This is an optimization exercise on Yosys and OpenROAD, whose aim is small area, not a production implementation. In this exercise RTL edits were held to simulation tests only and were not proved equivalent to the original. Power and IR drop assume default switching activity.

<file path="flow/config.mk">
export PLATFORM = sky130hd
export DESIGN_NAME = SA
export DESIGN_NICKNAME = SA
export VERILOG_FILES = /design/flow/design.v
export SDC_FILE = /design/flow/constraint.sdc
export NUM_CORES = 4
export LEC_CHECK = 0
export CAP_MARGIN = 20
export CORE_MARGIN = 2
export CORE_UTILIZATION = 55
export PLACE_DENSITY = 0.7
export SLEW_MARGIN = 20
export SYNTH_HIERARCHICAL = 1
</file>
<file path="flow/constraint.sdc">
create_clock -name core_clock -period 10.0 [get_ports {clk}]
set_input_delay 2.0000 -clock core_clock [delete_from_list [all_inputs] [get_ports {clk}]]
set_output_delay 2.0000 -clock core_clock [all_outputs]
set_load 0.01 [all_outputs]
</file>
<file path="flow/design.v">
module Counter #(
    parameter COUNT_NUM = 4
    )
    (
    input   clk,
    input   rst_n,
    input   start_i,
    output  done_o,
    output  done_n_o         
    );
    localparam COUNT_LG2 = $clog2(COUNT_NUM);
    localparam IDLE = 2'b00;
    localparam RUN  = 2'b01;
    localparam DONE = 2'b10;
    reg [1:0] c_state, n_state;
    reg [COUNT_LG2-1:0] cnt_num;
    always @(posedge clk, negedge rst_n) begin
        if (!rst_n) begin
            c_state <= IDLE;
        end else begin
            c_state <= n_state;
        end
    end
    always @(*) begin 
        n_state = c_state;   
        case (c_state)
            IDLE    : begin
                if (start_i) begin
                    n_state = RUN;
                end
            end
            RUN     : begin
                if (cnt_num==COUNT_NUM-1) begin
                    n_state = DONE;
                end
            end
            DONE    : begin
                n_state = IDLE;
            end
            default : begin
                n_state = IDLE;
            end
        endcase
    end
    always @(posedge clk, negedge rst_n) begin
        if (!rst_n) begin
            cnt_num <= {(COUNT_LG2){1'b0}};
        end else begin
            case (c_state)
                IDLE    : cnt_num <= {(COUNT_LG2){1'b0}};
                RUN     : cnt_num <= cnt_num + 'd1;
                DONE    : cnt_num <= {(COUNT_LG2){1'b0}};
                default : cnt_num <= {(COUNT_LG2){1'b0}};
            endcase
        end
    end
    reg done_nr;
    always @(posedge clk, negedge rst_n) begin
        if (!rst_n) begin
            done_nr <= 1'b1;
        end else begin
            done_nr <= (n_state!=DONE);
        end
    end
    assign done_o = (c_state==DONE);
    assign done_n_o = done_nr;
endmodule
module PE #(
    parameter DATA_WIDTH = 8,
    parameter WEIGHT_RST = 0
    )
    (
    input                           clk,
    input                           rst_n,
    input   [DATA_WIDTH-1:0]        ifmap_i,         
    input                           ifmap_valid_i,   
    input   [DATA_WIDTH-1:0]        weight_i,
    input                           weight_en_i,
    input                           weight_hold_i,   
    input   [15:0]                  lo_n_i,          
    output  [DATA_WIDTH-1:0]        weight_o,
    output  [16:0]                  sum_n_o          
    );
    reg     [DATA_WIDTH-1:0]        weight_r;
    reg     [DATA_WIDTH-1:0]        icopy_r;
    wire    [DATA_WIDTH-1:0]        en_m   = {(DATA_WIDTH){weight_en_i}};
    wire    [DATA_WIDTH-1:0]        hold_m = {(DATA_WIDTH){weight_hold_i}};
    generate
        if (WEIGHT_RST) begin : G_WRST
            always @(posedge clk, negedge rst_n) begin
                if (!rst_n)
                    weight_r <= {(DATA_WIDTH){1'b0}};
                else
                    weight_r <= (weight_i & en_m) | (weight_r & hold_m);
            end
        end else begin : G_WNORST
            always @(posedge clk) begin
                weight_r <= (weight_i & en_m) | (weight_r & hold_m);
            end
        end
    endgenerate
    wire                            ld_v   = weight_en_i & ifmap_valid_i;
    always @(posedge clk, negedge rst_n) begin
        if (!rst_n)
            icopy_r <= {(DATA_WIDTH){1'b0}};
        else
            icopy_r <= (ifmap_i & {(DATA_WIDTH){ld_v}}) | (icopy_r & hold_m);
    end
    wire [7:0] ppn [0:7];
    genvar g;
    generate
        for (g = 0; g < 8; g = g + 1) begin : G_PP
            assign ppn[g] = ~(icopy_r & {8{weight_r[g]}});
        end
    endgenerate
    wire s1, c2;
    XNOR2 u_s1 (.a(ppn[0][5]), .b(ppn[1][4]), .y(s1));
    assign c2 = ppn[0][5] | ppn[1][4];
    wire s3, c4;
    FA u_s3 (.a(ppn[0][6]), .b(ppn[1][5]), .c(ppn[2][4]), .s(s3), .co(c4));
    wire s5, c6;
    XNOR2 u_s5 (.a(ppn[3][3]), .b(ppn[4][2]), .y(s5));
    assign c6 = ppn[3][3] | ppn[4][2];
    wire s7, c8;
    FA u_s7 (.a(ppn[0][7]), .b(ppn[1][6]), .c(ppn[2][5]), .s(s7), .co(c8));
    wire s9, c10;
    FA u_s9 (.a(ppn[3][4]), .b(ppn[4][3]), .c(ppn[5][2]), .s(s9), .co(c10));
    wire s11, c12;
    XNOR2 u_s11 (.a(ppn[6][1]), .b(ppn[7][0]), .y(s11));
    assign c12 = ppn[6][1] | ppn[7][0];
    wire s13, c14;
    FA u_s13 (.a(ppn[1][7]), .b(ppn[2][6]), .c(ppn[3][5]), .s(s13), .co(c14));
    wire s15, c16;
    FA u_s15 (.a(ppn[4][4]), .b(ppn[5][3]), .c(ppn[6][2]), .s(s15), .co(c16));
    wire s17, c18;
    XNOR2 u_s17 (.a(ppn[7][1]), .b(lo_n_i[8]), .y(s17));
    assign c18 = ppn[7][1] | lo_n_i[8];
    wire s19, c20;
    FA u_s19 (.a(ppn[2][7]), .b(ppn[3][6]), .c(ppn[4][5]), .s(s19), .co(c20));
    wire s21, c22;
    FA u_s21 (.a(ppn[5][4]), .b(ppn[6][3]), .c(ppn[7][2]), .s(s21), .co(c22));
    wire s23, c24;
    FA u_s23 (.a(ppn[3][7]), .b(ppn[4][6]), .c(ppn[5][5]), .s(s23), .co(c24));
    wire s25, c26;
    XNOR2 u_s25 (.a(ppn[0][3]), .b(ppn[1][2]), .y(s25));
    assign c26 = ppn[0][3] | ppn[1][2];
    wire s27, c28;
    FA u_s27 (.a(ppn[0][4]), .b(ppn[1][3]), .c(ppn[2][2]), .s(s27), .co(c28));
    wire s29, c30;
    XNOR2 u_s29 (.a(ppn[3][1]), .b(ppn[4][0]), .y(s29));
    assign c30 = ppn[3][1] | ppn[4][0];
    wire s31, c32;
    FA u_s31 (.a(s1), .b(ppn[2][3]), .c(ppn[3][2]), .s(s31), .co(c32));
    wire s33, c34;
    FA u_s33 (.a(ppn[4][1]), .b(ppn[5][0]), .c(lo_n_i[5]), .s(s33), .co(c34));
    wire s35, c36;
    FA u_s35 (.a(s3), .b(s5), .c(ppn[5][1]), .s(s35), .co(c36));
    wire s37, c38;
    FA u_s37 (.a(ppn[6][0]), .b(lo_n_i[6]), .c(c2), .s(s37), .co(c38));
    wire s39, c40;
    FA u_s39 (.a(s7), .b(s9), .c(s11), .s(s39), .co(c40));
    wire s41, c42;
    FA u_s41 (.a(lo_n_i[7]), .b(c4), .c(c6), .s(s41), .co(c42));
    wire s43, c44;
    FA u_s43 (.a(s13), .b(s15), .c(s17), .s(s43), .co(c44));
    wire s45, c46;
    FA u_s45 (.a(c8), .b(c10), .c(c12), .s(s45), .co(c46));
    wire s47, c48;
    FA u_s47 (.a(s19), .b(s21), .c(lo_n_i[9]), .s(s47), .co(c48));
    wire s49, c50;
    FA u_s49 (.a(c14), .b(c16), .c(c18), .s(s49), .co(c50));
    wire s51, c52;
    FA u_s51 (.a(s23), .b(ppn[6][4]), .c(ppn[7][3]), .s(s51), .co(c52));
    wire s53, c54;
    FA u_s53 (.a(lo_n_i[10]), .b(c20), .c(c22), .s(s53), .co(c54));
    wire s55, c56;
    FA u_s55 (.a(ppn[4][7]), .b(ppn[5][6]), .c(ppn[6][5]), .s(s55), .co(c56));
    wire s57, c58;
    FA u_s57 (.a(ppn[7][4]), .b(lo_n_i[11]), .c(c24), .s(s57), .co(c58));
    wire s59, c60;
    FA u_s59 (.a(ppn[5][7]), .b(ppn[6][6]), .c(ppn[7][5]), .s(s59), .co(c60));
    wire s61, c62;
    XNOR2 u_s61 (.a(ppn[0][2]), .b(ppn[1][1]), .y(s61));
    assign c62 = ppn[0][2] | ppn[1][1];
    wire s63, c64;
    FA u_s63 (.a(s25), .b(ppn[2][1]), .c(ppn[3][0]), .s(s63), .co(c64));
    wire s65, c66;
    FA u_s65 (.a(s27), .b(s29), .c(lo_n_i[4]), .s(s65), .co(c66));
    wire s67, c68;
    FA u_s67 (.a(s31), .b(s33), .c(c28), .s(s67), .co(c68));
    wire s69, c70;
    FA u_s69 (.a(s35), .b(s37), .c(c32), .s(s69), .co(c70));
    wire s71, c72;
    FA u_s71 (.a(s39), .b(s41), .c(c36), .s(s71), .co(c72));
    wire s73, c74;
    FA u_s73 (.a(s43), .b(s45), .c(c40), .s(s73), .co(c74));
    wire s75, c76;
    FA u_s75 (.a(s47), .b(s49), .c(c44), .s(s75), .co(c76));
    wire s77, c78;
    FA u_s77 (.a(s51), .b(s53), .c(c48), .s(s77), .co(c78));
    wire s79, c80;
    FA u_s79 (.a(s55), .b(s57), .c(c52), .s(s79), .co(c80));
    wire s81, c82;
    FA u_s81 (.a(s59), .b(lo_n_i[12]), .c(c56), .s(s81), .co(c82));
    wire s83, c84;
    FA u_s83 (.a(ppn[6][7]), .b(ppn[7][6]), .c(lo_n_i[13]), .s(s83), .co(c84));
    wire s85, c86;
    XNOR2 u_s85 (.a(ppn[0][1]), .b(ppn[1][0]), .y(s85));
    assign c86 = ppn[0][1] | ppn[1][0];
    wire s87, c88;
    FA u_s87 (.a(s61), .b(ppn[2][0]), .c(lo_n_i[2]), .s(s87), .co(c88));
    wire s89, c90;
    FA u_s89 (.a(s63), .b(lo_n_i[3]), .c(c62), .s(s89), .co(c90));
    wire s91, c92;
    FA u_s91 (.a(s65), .b(c26), .c(c64), .s(s91), .co(c92));
    wire s93, c94;
    FA u_s93 (.a(s67), .b(c30), .c(c66), .s(s93), .co(c94));
    wire s95, c96;
    FA u_s95 (.a(s69), .b(c34), .c(c68), .s(s95), .co(c96));
    wire s97, c98;
    FA u_s97 (.a(s71), .b(c38), .c(c70), .s(s97), .co(c98));
    wire s99, c100;
    FA u_s99 (.a(s73), .b(c42), .c(c72), .s(s99), .co(c100));
    wire s101, c102;
    FA u_s101 (.a(s75), .b(c46), .c(c74), .s(s101), .co(c102));
    wire s103, c104;
    FA u_s103 (.a(s77), .b(c50), .c(c76), .s(s103), .co(c104));
    wire s105, c106;
    FA u_s105 (.a(s79), .b(c54), .c(c78), .s(s105), .co(c106));
    wire s107, c108;
    FA u_s107 (.a(s81), .b(c58), .c(c80), .s(s107), .co(c108));
    wire s109, c110;
    FA u_s109 (.a(s83), .b(c60), .c(c82), .s(s109), .co(c110));
    wire s111, c112;
    FA u_s111 (.a(ppn[7][7]), .b(lo_n_i[14]), .c(c84), .s(s111), .co(c112));
    XNOR2 u_s113 (.a(ppn[0][0]), .b(lo_n_i[0]), .y(sum_n_o[0]));
    assign c114 = ppn[0][0] | lo_n_i[0];
    FA u_s115 (.a(s85), .b(lo_n_i[1]), .c(c114), .s(sum_n_o[1]), .co(c116));
    FA u_s117 (.a(s87), .b(c86), .c(c116), .s(sum_n_o[2]), .co(c118));
    FA u_s119 (.a(s89), .b(c88), .c(c118), .s(sum_n_o[3]), .co(c120));
    FA u_s121 (.a(s91), .b(c90), .c(c120), .s(sum_n_o[4]), .co(c122));
    FA u_s123 (.a(s93), .b(c92), .c(c122), .s(sum_n_o[5]), .co(c124));
    FA u_s125 (.a(s95), .b(c94), .c(c124), .s(sum_n_o[6]), .co(c126));
    FA u_s127 (.a(s97), .b(c96), .c(c126), .s(sum_n_o[7]), .co(c128));
    FA u_s129 (.a(s99), .b(c98), .c(c128), .s(sum_n_o[8]), .co(c130));
    FA u_s131 (.a(s101), .b(c100), .c(c130), .s(sum_n_o[9]), .co(c132));
    FA u_s133 (.a(s103), .b(c102), .c(c132), .s(sum_n_o[10]), .co(c134));
    FA u_s135 (.a(s105), .b(c104), .c(c134), .s(sum_n_o[11]), .co(c136));
    FA u_s137 (.a(s107), .b(c106), .c(c136), .s(sum_n_o[12]), .co(c138));
    FA u_s139 (.a(s109), .b(c108), .c(c138), .s(sum_n_o[13]), .co(c140));
    FA u_s141 (.a(s111), .b(c110), .c(c140), .s(sum_n_o[14]), .co(c142));
    FA u_s143 (.a(lo_n_i[15]), .b(c112), .c(c142), .s(sum_n_o[15]), .co(sum_n_o[16]));
    assign weight_o = weight_r;
endmodule
module PE_LAST #(
    parameter DATA_WIDTH = 8,
    parameter WEIGHT_RST = 0
    )
    (
    input                           clk,
    input                           rst_n,
    input   [DATA_WIDTH-1:0]        ifmap_i,         
    input                           ifmap_valid_i,   
    input   [DATA_WIDTH-1:0]        weight_i,
    input                           weight_en_i,
    input                           weight_hold_i,   
    input   [15:0]                  lo_n_i,          
    output  [DATA_WIDTH-1:0]        weight_o,
    output  [16:0]                  sum_o            
    );
    reg     [DATA_WIDTH-1:0]        weight_r;
    reg     [DATA_WIDTH-1:0]        icopy_r;
    wire    [DATA_WIDTH-1:0]        en_m   = {(DATA_WIDTH){weight_en_i}};
    wire    [DATA_WIDTH-1:0]        hold_m = {(DATA_WIDTH){weight_hold_i}};
    generate
        if (WEIGHT_RST) begin : G_WRST
            always @(posedge clk, negedge rst_n) begin
                if (!rst_n)
                    weight_r <= {(DATA_WIDTH){1'b0}};
                else
                    weight_r <= (weight_i & en_m) | (weight_r & hold_m);
            end
        end else begin : G_WNORST
            always @(posedge clk) begin
                weight_r <= (weight_i & en_m) | (weight_r & hold_m);
            end
        end
    endgenerate
    wire                            ld_v   = weight_en_i & ifmap_valid_i;
    always @(posedge clk, negedge rst_n) begin
        if (!rst_n)
            icopy_r <= {(DATA_WIDTH){1'b0}};
        else
            icopy_r <= (ifmap_i & {(DATA_WIDTH){ld_v}}) | (icopy_r & hold_m);
    end
    wire [7:0] ppn [0:7];
    genvar g;
    generate
        for (g = 0; g < 8; g = g + 1) begin : G_PP
            assign ppn[g] = ~(icopy_r & {8{weight_r[g]}});
        end
    endgenerate
    wire s1, c2;
    XNOR2 u_s1 (.a(ppn[0][5]), .b(ppn[1][4]), .y(s1));
    assign c2 = ppn[0][5] | ppn[1][4];
    wire s3, c4;
    FA u_s3 (.a(ppn[0][6]), .b(ppn[1][5]), .c(ppn[2][4]), .s(s3), .co(c4));
    wire s5, c6;
    XNOR2 u_s5 (.a(ppn[3][3]), .b(ppn[4][2]), .y(s5));
    assign c6 = ppn[3][3] | ppn[4][2];
    wire s7, c8;
    FA u_s7 (.a(ppn[0][7]), .b(ppn[1][6]), .c(ppn[2][5]), .s(s7), .co(c8));
    wire s9, c10;
    FA u_s9 (.a(ppn[3][4]), .b(ppn[4][3]), .c(ppn[5][2]), .s(s9), .co(c10));
    wire s11, c12;
    XNOR2 u_s11 (.a(ppn[6][1]), .b(ppn[7][0]), .y(s11));
    assign c12 = ppn[6][1] | ppn[7][0];
    wire s13, c14;
    FA u_s13 (.a(ppn[1][7]), .b(ppn[2][6]), .c(ppn[3][5]), .s(s13), .co(c14));
    wire s15, c16;
    FA u_s15 (.a(ppn[4][4]), .b(ppn[5][3]), .c(ppn[6][2]), .s(s15), .co(c16));
    wire s17, c18;
    XNOR2 u_s17 (.a(ppn[7][1]), .b(lo_n_i[8]), .y(s17));
    assign c18 = ppn[7][1] | lo_n_i[8];
    wire s19, c20;
    FA u_s19 (.a(ppn[2][7]), .b(ppn[3][6]), .c(ppn[4][5]), .s(s19), .co(c20));
    wire s21, c22;
    FA u_s21 (.a(ppn[5][4]), .b(ppn[6][3]), .c(ppn[7][2]), .s(s21), .co(c22));
    wire s23, c24;
    FA u_s23 (.a(ppn[3][7]), .b(ppn[4][6]), .c(ppn[5][5]), .s(s23), .co(c24));
    wire s25, c26;
    XNOR2 u_s25 (.a(ppn[0][3]), .b(ppn[1][2]), .y(s25));
    assign c26 = ppn[0][3] | ppn[1][2];
    wire s27, c28;
    FA u_s27 (.a(ppn[0][4]), .b(ppn[1][3]), .c(ppn[2][2]), .s(s27), .co(c28));
    wire s29, c30;
    XNOR2 u_s29 (.a(ppn[3][1]), .b(ppn[4][0]), .y(s29));
    assign c30 = ppn[3][1] | ppn[4][0];
    wire s31, c32;
    FA u_s31 (.a(s1), .b(ppn[2][3]), .c(ppn[3][2]), .s(s31), .co(c32));
    wire s33, c34;
    FA u_s33 (.a(ppn[4][1]), .b(ppn[5][0]), .c(lo_n_i[5]), .s(s33), .co(c34));
    wire s35, c36;
    FA u_s35 (.a(s3), .b(s5), .c(ppn[5][1]), .s(s35), .co(c36));
    wire s37, c38;
    FA u_s37 (.a(ppn[6][0]), .b(lo_n_i[6]), .c(c2), .s(s37), .co(c38));
    wire s39, c40;
    FA u_s39 (.a(s7), .b(s9), .c(s11), .s(s39), .co(c40));
    wire s41, c42;
    FA u_s41 (.a(lo_n_i[7]), .b(c4), .c(c6), .s(s41), .co(c42));
    wire s43, c44;
    FA u_s43 (.a(s13), .b(s15), .c(s17), .s(s43), .co(c44));
    wire s45, c46;
    FA u_s45 (.a(c8), .b(c10), .c(c12), .s(s45), .co(c46));
    wire s47, c48;
    FA u_s47 (.a(s19), .b(s21), .c(lo_n_i[9]), .s(s47), .co(c48));
    wire s49, c50;
    FA u_s49 (.a(c14), .b(c16), .c(c18), .s(s49), .co(c50));
    wire s51, c52;
    FA u_s51 (.a(s23), .b(ppn[6][4]), .c(ppn[7][3]), .s(s51), .co(c52));
    wire s53, c54;
    FA u_s53 (.a(lo_n_i[10]), .b(c20), .c(c22), .s(s53), .co(c54));
    wire s55, c56;
    FA u_s55 (.a(ppn[4][7]), .b(ppn[5][6]), .c(ppn[6][5]), .s(s55), .co(c56));
    wire s57, c58;
    FA u_s57 (.a(ppn[7][4]), .b(lo_n_i[11]), .c(c24), .s(s57), .co(c58));
    wire s59, c60;
    FA u_s59 (.a(ppn[5][7]), .b(ppn[6][6]), .c(ppn[7][5]), .s(s59), .co(c60));
    wire s61, c62;
    XNOR2 u_s61 (.a(ppn[0][2]), .b(ppn[1][1]), .y(s61));
    assign c62 = ppn[0][2] | ppn[1][1];
    wire s63, c64;
    FA u_s63 (.a(s25), .b(ppn[2][1]), .c(ppn[3][0]), .s(s63), .co(c64));
    wire s65, c66;
    FA u_s65 (.a(s27), .b(s29), .c(lo_n_i[4]), .s(s65), .co(c66));
    wire s67, c68;
    FA u_s67 (.a(s31), .b(s33), .c(c28), .s(s67), .co(c68));
    wire s69, c70;
    FA u_s69 (.a(s35), .b(s37), .c(c32), .s(s69), .co(c70));
    wire s71, c72;
    FA u_s71 (.a(s39), .b(s41), .c(c36), .s(s71), .co(c72));
    wire s73, c74;
    FA u_s73 (.a(s43), .b(s45), .c(c40), .s(s73), .co(c74));
    wire s75, c76;
    FA u_s75 (.a(s47), .b(s49), .c(c44), .s(s75), .co(c76));
    wire s77, c78;
    FA u_s77 (.a(s51), .b(s53), .c(c48), .s(s77), .co(c78));
    wire s79, c80;
    FA u_s79 (.a(s55), .b(s57), .c(c52), .s(s79), .co(c80));
    wire s81, c82;
    FA u_s81 (.a(s59), .b(lo_n_i[12]), .c(c56), .s(s81), .co(c82));
    wire s83, c84;
    FA u_s83 (.a(ppn[6][7]), .b(ppn[7][6]), .c(lo_n_i[13]), .s(s83), .co(c84));
    wire s85, c86;
    XNOR2 u_s85 (.a(ppn[0][1]), .b(ppn[1][0]), .y(s85));
    assign c86 = ppn[0][1] | ppn[1][0];
    wire s87, c88;
    FA u_s87 (.a(s61), .b(ppn[2][0]), .c(lo_n_i[2]), .s(s87), .co(c88));
    wire s89, c90;
    FA u_s89 (.a(s63), .b(lo_n_i[3]), .c(c62), .s(s89), .co(c90));
    wire s91, c92;
    FA u_s91 (.a(s65), .b(c26), .c(c64), .s(s91), .co(c92));
    wire s93, c94;
    FA u_s93 (.a(s67), .b(c30), .c(c66), .s(s93), .co(c94));
    wire s95, c96;
    FA u_s95 (.a(s69), .b(c34), .c(c68), .s(s95), .co(c96));
    wire s97, c98;
    FA u_s97 (.a(s71), .b(c38), .c(c70), .s(s97), .co(c98));
    wire s99, c100;
    FA u_s99 (.a(s73), .b(c42), .c(c72), .s(s99), .co(c100));
    wire s101, c102;
    FA u_s101 (.a(s75), .b(c46), .c(c74), .s(s101), .co(c102));
    wire s103, c104;
    FA u_s103 (.a(s77), .b(c50), .c(c76), .s(s103), .co(c104));
    wire s105, c106;
    FA u_s105 (.a(s79), .b(c54), .c(c78), .s(s105), .co(c106));
    wire s107, c108;
    FA u_s107 (.a(s81), .b(c58), .c(c80), .s(s107), .co(c108));
    wire s109, c110;
    FA u_s109 (.a(s83), .b(c60), .c(c82), .s(s109), .co(c110));
    wire s111, c112;
    FA u_s111 (.a(ppn[7][7]), .b(lo_n_i[14]), .c(c84), .s(s111), .co(c112));
    wire s113, c114;
    XNOR2 u_s113 (.a(ppn[0][0]), .b(lo_n_i[0]), .y(s113));
    assign c114 = ppn[0][0] | lo_n_i[0];
    wire s115, c116;
    FA u_s115 (.a(s85), .b(lo_n_i[1]), .c(c114), .s(s115), .co(c116));
    wire s117, c118;
    FA u_s117 (.a(s87), .b(c86), .c(c116), .s(s117), .co(c118));
    wire s119, c120;
    FA u_s119 (.a(s89), .b(c88), .c(c118), .s(s119), .co(c120));
    wire s121, c122;
    FA u_s121 (.a(s91), .b(c90), .c(c120), .s(s121), .co(c122));
    wire s123, c124;
    FA u_s123 (.a(s93), .b(c92), .c(c122), .s(s123), .co(c124));
    wire s125, c126;
    XNOR2 u_s125 (.a(s95), .b(c94), .y(s125));
    assign c126 = s95 | c94;
    wire s127, c128;
    FA u_s127 (.a(s97), .b(c96), .c(c126), .s(s127), .co(c128));
    wire s129, c130;
    FA u_s129 (.a(s99), .b(c98), .c(c128), .s(s129), .co(c130));
    wire s131, c132;
    FA u_s131 (.a(s101), .b(c100), .c(c130), .s(s131), .co(c132));
    wire s133, c134;
    FA u_s133 (.a(s103), .b(c102), .c(c132), .s(s133), .co(c134));
    wire s135, c136;
    assign s135 = s95 ^ c94;
    assign c136 = s95 & c94;
    wire s137, c138;
    FA u_s137 (.a(s97), .b(c96), .c(c136), .s(s137), .co(c138));
    wire s139, c140;
    FA u_s139 (.a(s99), .b(c98), .c(c138), .s(s139), .co(c140));
    wire s141, c142;
    FA u_s141 (.a(s101), .b(c100), .c(c140), .s(s141), .co(c142));
    wire s143, c144;
    FA u_s143 (.a(s103), .b(c102), .c(c142), .s(s143), .co(c144));
    wire s145, c146;
    XNOR2 u_s145 (.a(s105), .b(c104), .y(s145));
    assign c146 = s105 | c104;
    wire s147, c148;
    FA u_s147 (.a(s107), .b(c106), .c(c146), .s(s147), .co(c148));
    wire s149, c150;
    FA u_s149 (.a(s109), .b(c108), .c(c148), .s(s149), .co(c150));
    wire s151, c152;
    FA u_s151 (.a(s111), .b(c110), .c(c150), .s(s151), .co(c152));
    wire s153, c154;
    FA u_s153 (.a(lo_n_i[15]), .b(c112), .c(c152), .s(s153), .co(c154));
    wire s155, c156;
    assign s155 = s105 ^ c104;
    assign c156 = s105 & c104;
    wire s157, c158;
    FA u_s157 (.a(s107), .b(c106), .c(c156), .s(s157), .co(c158));
    wire s159, c160;
    FA u_s159 (.a(s109), .b(c108), .c(c158), .s(s159), .co(c160));
    wire s161, c162;
    FA u_s161 (.a(s111), .b(c110), .c(c160), .s(s161), .co(c162));
    wire s163, c164;
    FA u_s163 (.a(lo_n_i[15]), .b(c112), .c(c162), .s(s163), .co(c164));
    assign sum_o[0] = ~s113;
    assign sum_o[1] = ~s115;
    assign sum_o[2] = ~s117;
    assign sum_o[3] = ~s119;
    assign sum_o[4] = ~s121;
    assign sum_o[5] = ~s123;
    assign sum_o[6] = ~(c124 ? s125 : s135);
    assign sum_o[7] = ~(c124 ? s127 : s137);
    assign sum_o[8] = ~(c124 ? s129 : s139);
    assign sum_o[9] = ~(c124 ? s131 : s141);
    assign sum_o[10] = ~(c124 ? s133 : s143);
    wire c2n = c124 ? c134 : c144;
    assign sum_o[11] = ~(c2n ? s145 : s155);
    assign sum_o[12] = ~(c2n ? s147 : s157);
    assign sum_o[13] = ~(c2n ? s149 : s159);
    assign sum_o[14] = ~(c2n ? s151 : s161);
    assign sum_o[15] = ~(c2n ? s153 : s163);
    assign sum_o[16] = ~(c2n ? c154 : c164);
    assign weight_o = weight_r;
endmodule
module FA (input a, input b, input c, output s, output co);
    assign s  = a ^ b ^ c;
    assign co = (a & b) | (a & c) | (b & c);
endmodule
module XNOR2 (input a, input b, output y);
    assign y = ~(a ^ b);
endmodule
module SA #(
    parameter PE_SIZE       = 8,
    parameter DATA_WIDTH    = 8,
    parameter PSUM_WIDTH    = 32
    )
    (
    input clk,
    input rst_n,
    input   [DATA_WIDTH*PE_SIZE-1:0]    ifmap_row_i,
    input   [DATA_WIDTH*PE_SIZE-1:0]    weight_col_i,
    input   [PSUM_WIDTH*PE_SIZE-1:0]    psum_row_i,
    input                               ifmap_preload_i,
    input   [PE_SIZE-1:0]               weight_en_col_i,
    input   [PE_SIZE-1:0]               psum_en_row_i,
    output  [DATA_WIDTH*PE_SIZE-1:0]    ifmap_row_o,
    output  [DATA_WIDTH*PE_SIZE-1:0]    weight_col_o,
    output  [PSUM_WIDTH*PE_SIZE-1:0]    psum_row_o,
    output  [PE_SIZE-1:0]               weight_en_col_o,
    output  [PE_SIZE-1:0]               psum_en_row_o
    );
    localparam N  = PE_SIZE;
    localparam DW = DATA_WIDTH;
    localparam HW = PSUM_WIDTH - 16;      
    localparam CW = $clog2(N);            
    wire preload_done_w;
    wire preload_ndone_w;     
    Counter #(
        .COUNT_NUM ( PE_SIZE-1 )
    ) u_Counter (
        .clk     ( clk              ),
        .rst_n   ( rst_n            ),
        .start_i ( ifmap_preload_i  ),
        .done_o  ( preload_done_w   ),
        .done_n_o( preload_ndone_w  )
    );
    reg preload_r;
    always @(posedge clk, negedge rst_n) begin
        if (!rst_n)
            preload_r <= 1'b0;
        else if (ifmap_preload_i)
            preload_r <= 1'b1;
        else if (preload_done_w)
            preload_r <= 1'b0;
    end
    reg preload_rb;
    always @(posedge clk, negedge rst_n) begin
        if (!rst_n)
            preload_rb <= 1'b1;
        else if (ifmap_preload_i)
            preload_rb <= 1'b0;
        else if (!preload_ndone_w)
            preload_rb <= 1'b1;
    end
    wire ifmap_en_w   = (!preload_done_w) & (ifmap_preload_i | preload_r);
    wire ifmap_hold_w = (!preload_ndone_w) | (!ifmap_preload_i & preload_rb);
    reg [PE_SIZE-1:0] ifmap_v_r;
    always @(posedge clk, negedge rst_n) begin
        if (!rst_n)
            ifmap_v_r <= {PE_SIZE{1'b0}};
        else
            ifmap_v_r <= ({ifmap_v_r[PE_SIZE-2:0], 1'b1} & {PE_SIZE{ifmap_en_w}})
                       | (ifmap_v_r & {PE_SIZE{ifmap_hold_w}});
    end
    genvar j, k;
    generate
        for (j = 0; j < N; j = j + 1) begin : G_LANE
            reg  [DW-1:0] ifmap_r [0:N-1];
            reg  [N-1:0]  pen_r;
            reg           pen_hold_r;
            wire [15:0]   lo_q  [0:N-1];
            wire [HW-1:0] hi_q  [0:N-1];
            wire [CW-1:0] cnt_q [0:N-1];
            wire [16:0]   sum_w [0:N-1];
            always @(posedge clk, negedge rst_n) begin
                if (!rst_n)
                    pen_r <= {N{1'b0}};
                else
                    pen_r <= {pen_r[N-2:0], psum_en_row_i[N-1-j]};
            end
            always @(posedge clk, negedge rst_n) begin
                if (!rst_n)
                    pen_hold_r <= 1'b1;
                else
                    pen_hold_r <= !pen_r[N-3];
            end
            for (k = 0; k < N; k = k + 1) begin : G_STAGE
                always @(posedge clk) begin
                    ifmap_r[k] <= (((k == 0) ? ifmap_row_i[DW*(N-j)-1 -: DW] : ifmap_r[k-1 < 0 ? 0 : k-1]) & {DW{ifmap_en_w}})
                                | (ifmap_r[k] & {DW{ifmap_hold_w}});
                end
                if (k < N-1) begin : G_MID
                    localparam KW = (k == 0) ? 1 : $clog2(k+1);
                    reg [15:0]   lo_r;
                    reg [HW-1:0] hi_r;
                    reg [KW-1:0] c_r;
                    always @(posedge clk) begin
                        if (k == 0) begin
                            lo_r <= ~psum_row_i[PSUM_WIDTH*(N-j)-1-HW -: 16];
                            hi_r <= psum_row_i[PSUM_WIDTH*(N-j)-1 -: HW];
                            c_r  <= {KW{1'b0}};
                        end else begin
                            lo_r <= G_STAGE[k-1 < 0 ? 0 : k-1].G_MID.lo_n;
                            hi_r <= hi_q[k-1 < 0 ? 0 : k-1];
                            c_r  <= G_STAGE[k-1 < 0 ? 0 : k-1].G_MID.c_n[KW-1:0];
                        end
                    end
                    wire [15:0]  lo_n = sum_w[k][15:0];
                    wire [KW:0]  c_n  = c_r + !sum_w[k][16];
                    assign lo_q[k]  = lo_r;
                    assign hi_q[k]  = hi_r;
                    assign cnt_q[k] = c_r;
                end else begin : G_LAST
                    reg [15:0]   lo_r;
                    reg [HW-1:0] hi_r;
                    reg [CW-1:0] c_r;
                    always @(posedge clk, negedge rst_n) begin
                        if (!rst_n) begin
                            lo_r <= 16'hffff;
                            hi_r <= {HW{1'b0}};
                            c_r  <= {CW{1'b0}};
                        end else begin
                            lo_r <= (G_STAGE[N-2].G_MID.lo_n & {16{pen_r[N-2]}}) | (lo_r & {16{pen_hold_r}});
                            hi_r <= (hi_q[N-2] & {HW{pen_r[N-2]}}) | (hi_r & {HW{pen_hold_r}});
                            c_r  <= (G_STAGE[N-2].G_MID.c_n[CW-1:0] & {CW{pen_r[N-2]}}) | (c_r & {CW{pen_hold_r}});
                        end
                    end
                    assign lo_q[k]  = lo_r;
                    assign hi_q[k]  = hi_r;
                    assign cnt_q[k] = c_r;
                    wire [HW-1:0] hi_c;
                    wire [HW:0]   hc;
                    assign hc[0] = 1'b0;
                    genvar b;
                    for (b = 0; b < HW; b = b + 1) begin : G_HI
                        if (b < CW) begin : G_F
                            assign hi_c[b]  = hi_r[b] ^ c_r[b] ^ hc[b];
                            assign hc[b+1]  = (hi_r[b] & c_r[b]) | (hc[b] & (hi_r[b] ^ c_r[b]));
                        end else begin : G_H
                            assign hi_c[b]  = hi_r[b] ^ hc[b];
                            assign hc[b+1]  = hi_r[b] & hc[b];
                        end
                    end
                    wire [HW-1:0] ones;
                    assign ones[0] = 1'b1;
                    for (b = 1; b < HW; b = b + 1) begin : G_ONES
                        assign ones[b] = &hi_c[b-1:0];
                    end
                    wire [HW-1:0] hi_p1 = hi_c ^ ones;      
                    assign psum_row_o[PSUM_WIDTH*(N-j)-1 -: PSUM_WIDTH] =
                        {sum_w[k][16] ? hi_p1 : hi_c, sum_w[k][15:0]};
                end
            end
            assign ifmap_row_o[DW*(N-j)-1 -: DW] = ifmap_r[N-1] & {DW{ifmap_v_r[N-1]}};
            assign psum_en_row_o[N-1-j] = pen_r[N-1];
        end
        for (k = 0; k < N; k = k + 1) begin : G_COL
            reg  [N-1:0]  wen_r;
            reg  [N-1:0]  wen_hold_r;    
            wire [DW-1:0] w_q [0:N-1];
            always @(posedge clk, negedge rst_n) begin
                if (!rst_n)
                    wen_r <= {N{1'b0}};
                else
                    wen_r <= {wen_r[N-2:0], weight_en_col_i[N-1-k]};
            end
            always @(posedge clk, negedge rst_n) begin
                if (!rst_n)
                    wen_hold_r <= {N{1'b1}};
                else
                    wen_hold_r <= ~{wen_r[N-2:0], weight_en_col_i[N-1-k]};
            end
            for (j = 0; j < N; j = j + 1) begin : G_PE
                if (k < N-1) begin : G_MIDPE
                    PE #(
                        .DATA_WIDTH ( DW ),
                        .WEIGHT_RST ( j == N-1 )
                    ) PE_INST (
                        .clk         ( clk ),
                        .rst_n       ( rst_n ),
                        .ifmap_i     ( G_LANE[j].ifmap_r[k] ),
                        .ifmap_valid_i ( ifmap_v_r[k] ),
                        .weight_i    ( (j == 0) ? weight_col_i[DW*(N-k)-1 -: DW] : w_q[j == 0 ? 0 : j-1] ),
                        .weight_en_i ( (j == 0) ? weight_en_col_i[N-1-k] : wen_r[j == 0 ? 0 : j-1] ),
                        .weight_hold_i ( (j == 0) ? !weight_en_col_i[N-1-k] : wen_hold_r[j == 0 ? 0 : j-1] ),
                        .lo_n_i      ( G_LANE[j].lo_q[k] ),
                        .weight_o    ( w_q[j] ),
                        .sum_n_o     ( G_LANE[j].sum_w[k] )
                    );
                end else begin : G_LASTPE
                    PE_LAST #(
                        .DATA_WIDTH ( DW ),
                        .WEIGHT_RST ( j == N-1 )
                    ) PE_INST (
                        .clk         ( clk ),
                        .rst_n       ( rst_n ),
                        .ifmap_i     ( G_LANE[j].ifmap_r[k] ),
                        .ifmap_valid_i ( ifmap_v_r[k] ),
                        .weight_i    ( (j == 0) ? weight_col_i[DW*(N-k)-1 -: DW] : w_q[j == 0 ? 0 : j-1] ),
                        .weight_en_i ( (j == 0) ? weight_en_col_i[N-1-k] : wen_r[j == 0 ? 0 : j-1] ),
                        .weight_hold_i ( (j == 0) ? !weight_en_col_i[N-1-k] : wen_hold_r[j == 0 ? 0 : j-1] ),
                        .lo_n_i      ( G_LANE[j].lo_q[k] ),
                        .weight_o    ( w_q[j] ),
                        .sum_o       ( G_LANE[j].sum_w[k] )
                    );
                end
            end
            assign weight_col_o[DW*(N-k)-1 -: DW] = w_q[N-1];
            assign weight_en_col_o[N-1-k] = wen_r[N-1];
        end
    endgenerate
endmodule
</file>
<file path="flow/flow/run.sh">
#!/bin/bash
# Own layout flow: the standard layout (standard.sh runs the ORFS flow,
# synthesis through finish, with its scripts unchanged) with two settings
# changed:
#  - the input and output ports are buffered with sky130_fd_sc_hd__buf_1
#    rather than the buffer cell buffer_ports picks by default (every port
#    still gets its own buffer);
#  - clock tree synthesis builds the tree from clkbuf_8 with clusters of up
#    to 14 sinks and no dummy loads.
# ORFS writes each step's full log under orfs/logs/; make's own output
# goes to standard_make.log in the work folder.
set -euo pipefail
cd "$(dirname "$0")/.."
export BUFFER_PORTS_ARGS="-buffer_cell sky130_fd_sc_hd__buf_1"
export CTS_ARGS="-sink_clustering_enable -repair_clock_nets -sink_clustering_size 14 -sink_clustering_max_diameter 60 -buf_list sky130_fd_sc_hd__clkbuf_8 -dont_use_dummy_load"
bash standard.sh finish > standard_make.log 2>&1
</file>
<file path="flow/standard.sh">
#!/bin/bash
# synth_recipe.tcl (not shown) runs the flow's synth.tcl, then flattens the netlist and writes it again
# the make line also repeats each setting of config.mk as NAME=value (left out here)
make -C /OpenROAD-flow-scripts/flow DESIGN_CONFIG=/design/flow/config.mk WORK_HOME=/design/flow/orfs CLKGATE_MAP_FILE= SYNTH_SCRIPT=/design/flow/synth_recipe.tcl "${@:-finish}"
</file>
==> out/metrics.yaml, run 1 <==
status:
  status: "timing/DRC/antenna clean"
critical_path:
  critical_path.top_delay_family: "adder cells"
  required_ns: 8.00
  cp_data_arrival_time_ns: 7.61
  slowest_delay_ns: 0.71
  critPathBufInv: 4
  crit_fanout: 14
  slowest_stage: "dfxtp_1"
  path_cells: "nand2_1 > fa_1 > fa_1 > fa_1 > fa_1 > inv_1 > ha_1 > inv_1 > fa_1 > fa_1 > fa_1 > fa_1 > mux2i_4 > mux2i_1 > buf_4 > nand4_1 > nor4_4 > nand4_1 > xnor2_1 > buf_1"
  critPathKind: "register to output pin"
  crit_path_frequent_cell: "fa_1"
  worst_setup_path_end_kind: "output pin"
  crit_path_start_kind: "register"
pwr:
  powerDensity_mw_per_mm2: 402
  leakagePower_nw: 79.8
  ir_drop_mv: 0.325
placed_design:
  io_buffer_count: 802
  hpwl_um: 383000
  dpl-instance-area_mm2: 0.226
  gp_congestion: 0.883
sta:
  slew_headroom_pct: 26.9
  fin_crit_sh_pct: 96.1
  slew_violations: 0
  finalSetupViolations: 0
  clock.fmax_mhz: 104
  rsz0062_at_grt: "no"
  finalHoldViolCount: 0
  clock_skew_ns: 0.178
  finalCriticalPeriod_ns: 9.61
  setup_tns_ns: 0
  worst_pin_slew_ns: 1.10
logic_synthesis:
  yosys.area_share.simple_pct: 9.09
  synth.area.mux_share_pct: 0.611
  synth_flop_cell: "dfxtp_1"
  syn_area_per_cell_um2: 12.6
  netlist_area_mm2: 0.225
  synth-compound-area-share_pct: 7.37
  yosysSeqAreaShare_pct: 37.4
  synth_top_family_by_area: "adder cells"
  synth_adder_area_share_pct: 37.8
  synth_xor_area_share_pct: 2.87
  synth_cells: 17800
  async_flop_share_pct: 27.1
  yosysWarnings: 88
  synth_edf_count: 0
  ys_types: 42
  ys_ff_latch: 3928
  synth_nets: 22600
finish:
  layout.nets: 22300
  drive_gt1_share_pct: 4.12
  nFillCells: 33300
  final_common_cell: "nand2_1"
  mostFrequentLayoutCells: "nand2_1, fa_1, dfxtp_1"
  area_growth_syn_to_layout_pct: 2.84
  fin_area_mm2: 0.232
die:
  die_y_um: 644
  rows: 234
  initial_utilization_pct: 55.3
  pin_count: 803
  dieArea_mm2: 0.415
  die_w_um: 644
  coreArea_mm2: 0.407
clock_tree:
  cts_tree: "yes"
  cts_buffers: 389
  clk_pin_slew_worst_paths_ns: 0.07
  cts_sinks: 3928
  ctsHoldBuffers: 0
  clockBufferDepth: 4
  postCtsSetupBuffers: 0
  clk_latency_ns: 1.18
  cts_max_level: 5
  cts_root_buffer: "clkbuf_8"
drt:
  drt-vias-per-instance: 5.81
  wl_per_cell_um: 22.2
  drc_errors: 0
  drt_iter0_markers: 10600
  dr.pass1.iters: 8
  drt_wl_total_um: 510000
  routed-via-count: 133000
  ant_nets: 0
hold_path:
  hp-class: "register to register"
global_routing:
  grt.total_usage_pct: 24.9
  grt_pass1_wl_um: 814000
  grt_pass1_vias: 142000
  antenna_found_initial: 18
  grt_overflow: 0
  grt_max_degree: 166
job:
  cap_viol_max_count: 0
-- area by class of cell --
class                      instances  area (µm²)  share of cell area, %
inverter                         405        1520                  0.657
antenna                           16        40.0                 0.0173
multi-input combinational      11900      130000                   56.2
timing repair buffer             856        3580                   1.54
clock buffer                     389        5350                   2.31
tap                             5428        6790                   2.93
sequential                      3928       84200                   36.4
-- layer usage --
metal  part of all wire, %  up-vias  global-route usage [%]
met5                 0.015        -                       0
met4                   4.1       12                    8.82
met3                   5.8     1058                    2.94
met2                    51     4955                    42.7
met1                    39    70400                    32.9
li1                      -    57000                       -
-- Yosys stat by module, one instance, submodules excluded, excerpt --
module	flops+latches	copies in the design	cells inside	area [µm²]
SA	2898	1	4838	76100
XNOR2	0	592	1	8.76
FA	0	4080	1	20.0
-- registers in the layout, summed over array words and instances (netlist names), 3 cells and up --
signal / flops
u_Counter.cnt_num: 3
G_COL.wen_r: 64
G_COL.G_PE.G_LASTPE.PE_INST.icopy_r: 64
G_COL.G_PE.G_LASTPE.PE_INST.weight_r: 64
G_LANE.G_STAGE.G_LAST.lo_r: 128
G_LANE.G_STAGE.G_MID.c_r: 112
G_LANE.G_STAGE.G_LAST.hi_r: 128
G_COL.G_PE.G_MIDPE.PE_INST.icopy_r: 448
G_COL.G_PE.G_MIDPE.PE_INST.weight_r: 448
G_LANE.G_STAGE.G_LAST.c_r: 24
ifmap_v_r: 8
G_LANE.ifmap_r: 512
G_LANE.pen_r: 64
G_LANE.G_STAGE.G_MID.lo_r: 896
G_LANE.G_STAGE.G_MID.hi_r: 896
G_COL.wen_hold_r: 56
G_LANE.pen_hold_r: 8
-- power breakdown --
| part | leakage, nW | total (mW) | switching (mW) | internal [mW] |
|---|---|---|---|---|
| registers | 36.7 | 29.0 | 7.59 | 21.4 |
| logic | 40.3 | 55.6 | 29.4 | 26.1 |
| clock network | 2.80 | 8.58 | 5.14 | 3.44 |
| total | 79.8 | 93.1 | 42.2 | 50.9 |
-- final timing paths --
| kind | start | end | slack (ns) | cells past startpoint |
|---|---|---|---|---|
| setup / recovery | G_COL[7].G_PE[5].G_LASTPE.PE_INST.weight_r[1] | psum_row_o[95] | 0.39 | 20 |
| setup reg to reg | G_COL[6].G_PE[7].G_MIDPE.PE_INST.weight_r[1] | G_LANE[7].G_STAGE[7].G_LAST.c_r[1] | 1.95 | 21 |
| max in group asynchronous | rst_n | G_COL[0].wen_r[1] | 6.96 | 3 |
| hold / removal | G_LANE[1].G_STAGE[5].G_MID.hi_r[14] | G_LANE[1].G_STAGE[6].G_MID.hi_r[14] | 0.27 | 0 |
| min in group asynchronous | rst_n | G_LANE[6].G_STAGE[7].G_LAST.hi_r[13] | 0.95 | 1 |
| hold reg to reg | G_LANE[1].G_STAGE[5].G_MID.hi_r[14] | G_LANE[1].G_STAGE[6].G_MID.hi_r[14] | 0.27 | 0 |
-- metrics by stage --
| step | utilization, % | power [mW] | std cells | hold WS [ns] | worst slack, ns |
|---|---|---|---|---|---|
| 4_1_cts | 56.9 | 95.7 | 22900 | 0.270 | 0.163 |
| 5_1_grt | 56.9 | 103 | 23000 | 0.267 | 0.00215 |
| 6_report | 56.9 | 93.1 | 23000 | 0.274 | 0.394 |
| 3_3_place_gp | 55.6 | 85.2 | 22600 | 0.310 | 1.27 |
| 3_5_place_dp | 55.6 | 87.1 | 22600 | 0.312 | 1.19 |
| 2_1_floorplan | - | 67.5 | 17800 | 0.310 | 1.91 |
-- worst register-to-register path, cell delays in order (launching register included) --
cell and delay, ns:
dfrtp_1 0.75, nand2_1 0.17, xnor2_1 0.26, fa_1 0.46, fa_1 0.52, fa_1 0.44
fa_1 0.39, fa_1 0.40, fa_1 0.40, fa_1 0.39, fa_1 0.39, fa_1 0.39
fa_1 0.38, fa_1 0.39, fa_1 0.40, fa_1 0.39, fa_1 0.39, fa_1 0.46
inv_1 0.09, ha_1 0.14, ha_1 0.22, a22o_1 0.19
-- repair_timing --
item,4_1_cts,5_1_grt
gates resized for setup,1,10
pin swaps,0,0
endpoints found under the hold margin,0,0
endpoints found under the setup margin,3,17
-- logic make-up (layout without fill, tap and decap cells) --
logic type,count (synthesis),in the layout
and+or+nand+nor,4901,4901
adders and majority gates,4346,4346
DFF,3928,3928
buffers and inverters,1958,1650
AOI/OAI and AO/OA,1832,1832
xor gates and xnor gates,737,737
muxes,124,124
other,0,16
-- cell usage after synthesis (all sizes together) (11+ instances only) --
| library cell | number | area share [%] |
|---|---|---|
| clkbuf | 372 | 0.65 |
| and3 | 11 | 0.031 |
| dfstp | 194 | 2.3 |
| buf | 1181 | 3.5 |
| xnor2 | 661 | 2.6 |
| and2 | 80 | 0.22 |
| nand4 | 473 | 1.3 |
| dfxtp | 2864 | 25 |
| mux2 | 28 | 0.14 |
| nand3b | 112 | 0.37 |
| dfrtp | 870 | 9.7 |
| inv | 405 | 0.68 |
| ha | 250 | 1.4 |
| or2 | 20 | 0.056 |
| a32o | 448 | 2.0 |
| fa | 4096 | 36 |
| xor2 | 76 | 0.30 |
| nand3 | 23 | 0.053 |
| mux2i | 96 | 0.47 |
| nor2 | 21 | 0.036 |
| a22o | 1375 | 5.3 |
| nand2 | 4144 | 6.9 |
==> run 2: changes to the inputs <==
==> flow/flow/run.sh (replaced) <==
#!/bin/bash
# Own layout flow: the standard layout (standard.sh runs the ORFS flow,
# synthesis through finish, with its scripts unchanged) with two settings
# changed:
#  - the input and output ports are buffered with sky130_fd_sc_hd__buf_1
#    rather than the buffer cell buffer_ports picks by default (every port
#    still gets its own buffer);
#  - clock tree synthesis builds the tree from clkbuf_8 with clusters of up
#    to 18 sinks and no dummy loads.
# ORFS writes each step's full log under orfs/logs/; make's own output
# goes to standard_make.log in the work folder.
set -euo pipefail
cd "$(dirname "$0")/.."
export BUFFER_PORTS_ARGS="-buffer_cell sky130_fd_sc_hd__buf_1"
export CTS_ARGS="-sink_clustering_enable -repair_clock_nets -sink_clustering_size 18 -sink_clustering_max_diameter 60 -buf_list sky130_fd_sc_hd__clkbuf_8 -dont_use_dummy_load"
bash standard.sh finish > standard_make.log 2>&1
--- a/flow/config.mk
+++ b/flow/config.mk
@@ -7,7 +7,7 @@
 export LEC_CHECK = 0
 export CAP_MARGIN = 20
 export CORE_MARGIN = 2
-export CORE_UTILIZATION = 55
-export PLACE_DENSITY = 0.7
+export CORE_UTILIZATION = 70
+export PLACE_DENSITY = 0.8
 export SLEW_MARGIN = 20
 export SYNTH_HIERARCHICAL = 1
==> out/metrics.yaml, run 2 <==
status:
  status: "timing/DRC/antenna clean"
critical_path:
  slowest_delay_ns: 0.64  # -0.07 ns
  critical_path.top_delay_family: "adder cells"
  slowest_stage: "dfxtp_1"
  required_ns: 8.00  # about the same
  crit_path_frequent_cell: "fa_1"
  worst_setup_path_end_kind: "output pin"
  critPathKind: "register to output pin"
  crit_fanout: 14  # unchanged
  cp_data_arrival_time_ns: 7.62  # about the same
  crit_path_start_kind: "register"
  path_cells: "nand2_1 > fa_1 > fa_1 > fa_1 > fa_1 > inv_1 > ha_1 > inv_1 > fa_1 > fa_1 > fa_1 > fa_1 > mux2i_4 > mux2i_1 > nand4_1 > nor4_4 > nand4_1 > xnor2_1 > buf_1"
  critPathBufInv: 3  # -1
logic_synthesis:
  yosysMostFrequentCell: "nand2_1"
  syn_area_per_cell_um2: 12.6  # unchanged
  ys_ff_latch: 3928  # unchanged
  synth_common_cells: "nand2_1, fa_1, dfxtp_1"
  synth_cells: 17800  # unchanged
  ys_types: 42  # unchanged
  synth_flop_cell: "dfxtp_1"
  yosysWarnings: 88  # unchanged
  netlist_top_cells_area: "fa_1, dfxtp_1, dfrtp_1, nand2_1, a22o_1"
  synth_edf_count: 0  # unchanged
  synth_nets: 22600  # unchanged
  netlist_area_mm2: 0.225  # unchanged
  async_flop_share_pct: 27.1  # unchanged
  synth_top_area_cell: "fa_1"
  synth_top_area_share_pct: 36.4  # unchanged
  yosysSeqAreaShare_pct: 37.4  # unchanged
clock_tree:
  ctsHoldBuffers: 0  # unchanged
  cts_max_level: 5  # unchanged
  cts_sinks: 3928  # unchanged
  clockBufferDepth: 4  # unchanged
  clk_pin_slew_worst_paths_ns: 0.10  # +0.03 ns
  cts_buffers: 323  # -17%
  cts_resized: 0  # -1
  clk_latency_ns: 1.12  # -0.06 ns
  cts_tree: "yes"
  cts_root_buffer: "clkbuf_8"
  postCtsSetupBuffers: 0  # unchanged
finish:
  area_growth_syn_to_layout_pct: 1.76
  top_regs: "G_LANE.G_STAGE.G_MID.hi_r (896), G_LANE.G_STAGE.G_MID.lo_r (896), G_LANE.ifmap_r (512)"
  mostFrequentLayoutCells: "nand2_1, fa_1, dfxtp_1"
  drive_gt1_share_pct: 3.73  # -0.39 points
  fin_cells: 21800  # -5.2%
  layout.nets: 22200  # -0.31%
  fin_area_mm2: 0.229  # -1.0%
  final_common_cell: "nand2_1"
  final_util_pct: 71.5  # +15 points
placed_design:
  hpwl_um: 371000  # -3.0%
  dpl-instance-area_mm2: 0.225  # -0.64%
  pre_cts_slack_ns: 1.35  # +0.164 ns
  dp_cells: 21400  # -5.0%
  io_buffer_count: 802  # unchanged
  gp_congestion: 0.928  # +5.0%
sta:
  clock.fmax_mhz: 104  # -0.13%
  finalCriticalPeriod_ns: 9.62  # +0.0121 ns
  slew_headroom_pct: 27.8  # +0.85 points
  worst_slack_ns: 0.382  # -0.0121 ns
  clock_skew_ns: 0.132  # -0.0460 ns
  slew_violations: 0  # unchanged
  fin_crit_sh_pct: 96.2  # +0.12 points
  hold_slack_ns: 0.247  # -0.0273 ns
  worst_pin_slew_ns: 1.08  # -0.0127 ns
  finalSetupViolations: 0  # unchanged
  setup_tns_ns: 0  # unchanged
  finalHoldViolCount: 0  # unchanged
drt:
  ant_nets: 0  # unchanged
  dr.pass1.iters: 6  # -2
  drc_errors: 0  # unchanged
  drt-vias-per-instance: 6.22  # +7.1%
  wl_per_cell_um: 22.7  # +2.3%
  drt_wl_total_um: 494000  # -3.1%
  routed-via-count: 135000  # +1.5%
  drt_iter0_markers: 11600  # +9.8%
die:
  coreArea_mm2: 0.321  # -21%
  rows: 208  # -11%
  dieArea_mm2: 0.326  # -21%
  die_y_um: 571  # -11%
  die_w_um: 571  # -11%
  pin_count: 803  # unchanged
  initial_utilization_pct: 70.2  # +15 points
job:
  cap_viol_max_count: 0  # unchanged
global_routing:
  grt_max_degree: 155  # -6.6%
  grt.total_usage_pct: 31.1  # +6.2 points
  grt_overflow: 0  # unchanged
  grt_pass1_wl_um: 795000  # -2.4%
  grt_pass1_vias: 143000  # +0.92%
  antenna_found_initial: 10  # -8
hold_path:
  hp-class: "register to register"
pwr:
  total_power_mw: 92.7  # -0.40%
  ir_drop_mv: 0.602  # +85%
  powerDensity_mw_per_mm2: 405  # +0.65%
  leakagePower_nw: 79.3  # -0.64%
## run 2: metal layers
| layer | GRT usage [%] | share of wire [%] |
|---|---|---|
| met5 | 0 | 0.016 |
| met4 | 11.5 | 4.2 |
| met3 | 5.37 | 8.0 |
| met2 | 51.3 | 50 |
| met1 | 41.8 | 38 |
## run 2: layout make-up
class	count	area [µm²]
Antenna cell	8	20.0
Clock buffer	323	4450
Fill cell	21700	91500
Inverter	405	1520
Multi-Input combinational cell	11900	130000
Sequential cell	3928	84200
Tap cell	4305	5390
Timing Repair Buffer	852	3500
## run 2: path summary, 6_finish.rpt
kind	startpoint	endpoint	slack (ns)	cells after the start
max	G_COL[7].G_PE[6].G_LASTPE.PE_INST.weight_r[1]	psum_row_o[63]	0.38	19
min in group asynchronous	rst_n	G_COL[7].G_PE[4].G_LASTPE.PE_INST.icopy_r[6]	0.83	1
max reg2reg	G_COL[6].G_PE[7].G_MIDPE.PE_INST.weight_r[1]	G_LANE[7].G_STAGE[7].G_LAST.c_r[1]	1.86	21
max in group asynchronous	rst_n	G_COL[1].G_PE[3].G_MIDPE.PE_INST.icopy_r[2]	7.08	3
min reg2reg	G_LANE[1].G_STAGE[3].G_MID.hi_r[2]	G_LANE[1].G_STAGE[4].G_MID.hi_r[2]	0.25	0
min	G_LANE[1].G_STAGE[3].G_MID.hi_r[2]	G_LANE[1].G_STAGE[4].G_MID.hi_r[2]	0.25	0
## run 2: cells by family (layout without fill, tap and decap cells)
group | Yosys count | count (layout) | share of synthesized area (%)
AOI/OAI and AO/OA | 1832 | 1832 | 7.37
xor gates and xnor gates | 737 | 737 | 2.87
adders and majority gates | 4346 | 4346 | 37.8
buffers and inverters | 1958 | 1580 | 4.86
DFF | 3928 | 3928 | 37.4
muxes | 124 | 124 | 0.611
other | 0 | 8 | 0
and+or+nand+nor | 4901 | 4901 | 9.09
## run 2: report_power, final
| group | internal [mW] | switching (mW) |
|---|---|---|
| Sequential | 21.4 | 7.59 |
| Clock | 2.89 | 4.93 |
| Combinational | 26.4 | 29.6 |
| Total | 50.7 | 42.1 |
## run 2: worst reg2reg max path, stage by stage, from the launching register on
cell and delay [ns]:
dfrtp_1 0.70, nand2_1 0.15, xnor2_1 0.24, fa_1 0.46
fa_1 0.52, fa_1 0.46, fa_1 0.42, fa_1 0.40
fa_1 0.40, fa_1 0.40, fa_1 0.40, fa_1 0.40
fa_1 0.40, fa_1 0.40, fa_1 0.40, fa_1 0.39
fa_1 0.39, fa_1 0.47, inv_1 0.09, ha_1 0.14
ha_1 0.22, a22o_1 0.19
## run 2: Yosys stat by module (local to each module, per instance), a selection
module / flops+latches / copies in the design / cells inside / cell area, µm²
XNOR2: 0 / 592 / 1 / 8.76
SA: 2898 / 1 / 4838 / 76100
FA: 0 / 4080 / 1 / 20.0

separate check: timing with driven ports:
The results above use ideal ports. As a check the final layouts listed here were re-extracted and re-timed, cells and wires unchanged.
Step 1 sets driving cells, clkbuf_16 on the clock port and buf_2 on the other inputs (assumed; they add their load-dependent delay and slew).
Step 2 also shifts input and output timing later by t, the mid clock arrival at the registers, as if the neighbouring blocks saw the same clock.
a / b / c = ideal / step 1 / step 2; a / b = the first two.
run	t (ns)	slack for setup (ns)	clock arrival spread, ns	worst slew at a driven data input, ns
run 1	1.202	0.394 / 0.281 / 1.482	0.179 / 0.179	0.38
run 2	1.176	0.382 / 0.277 / 1.454	0.162 / 0.161	0.30
After both steps every run listed still meets setup and hold.
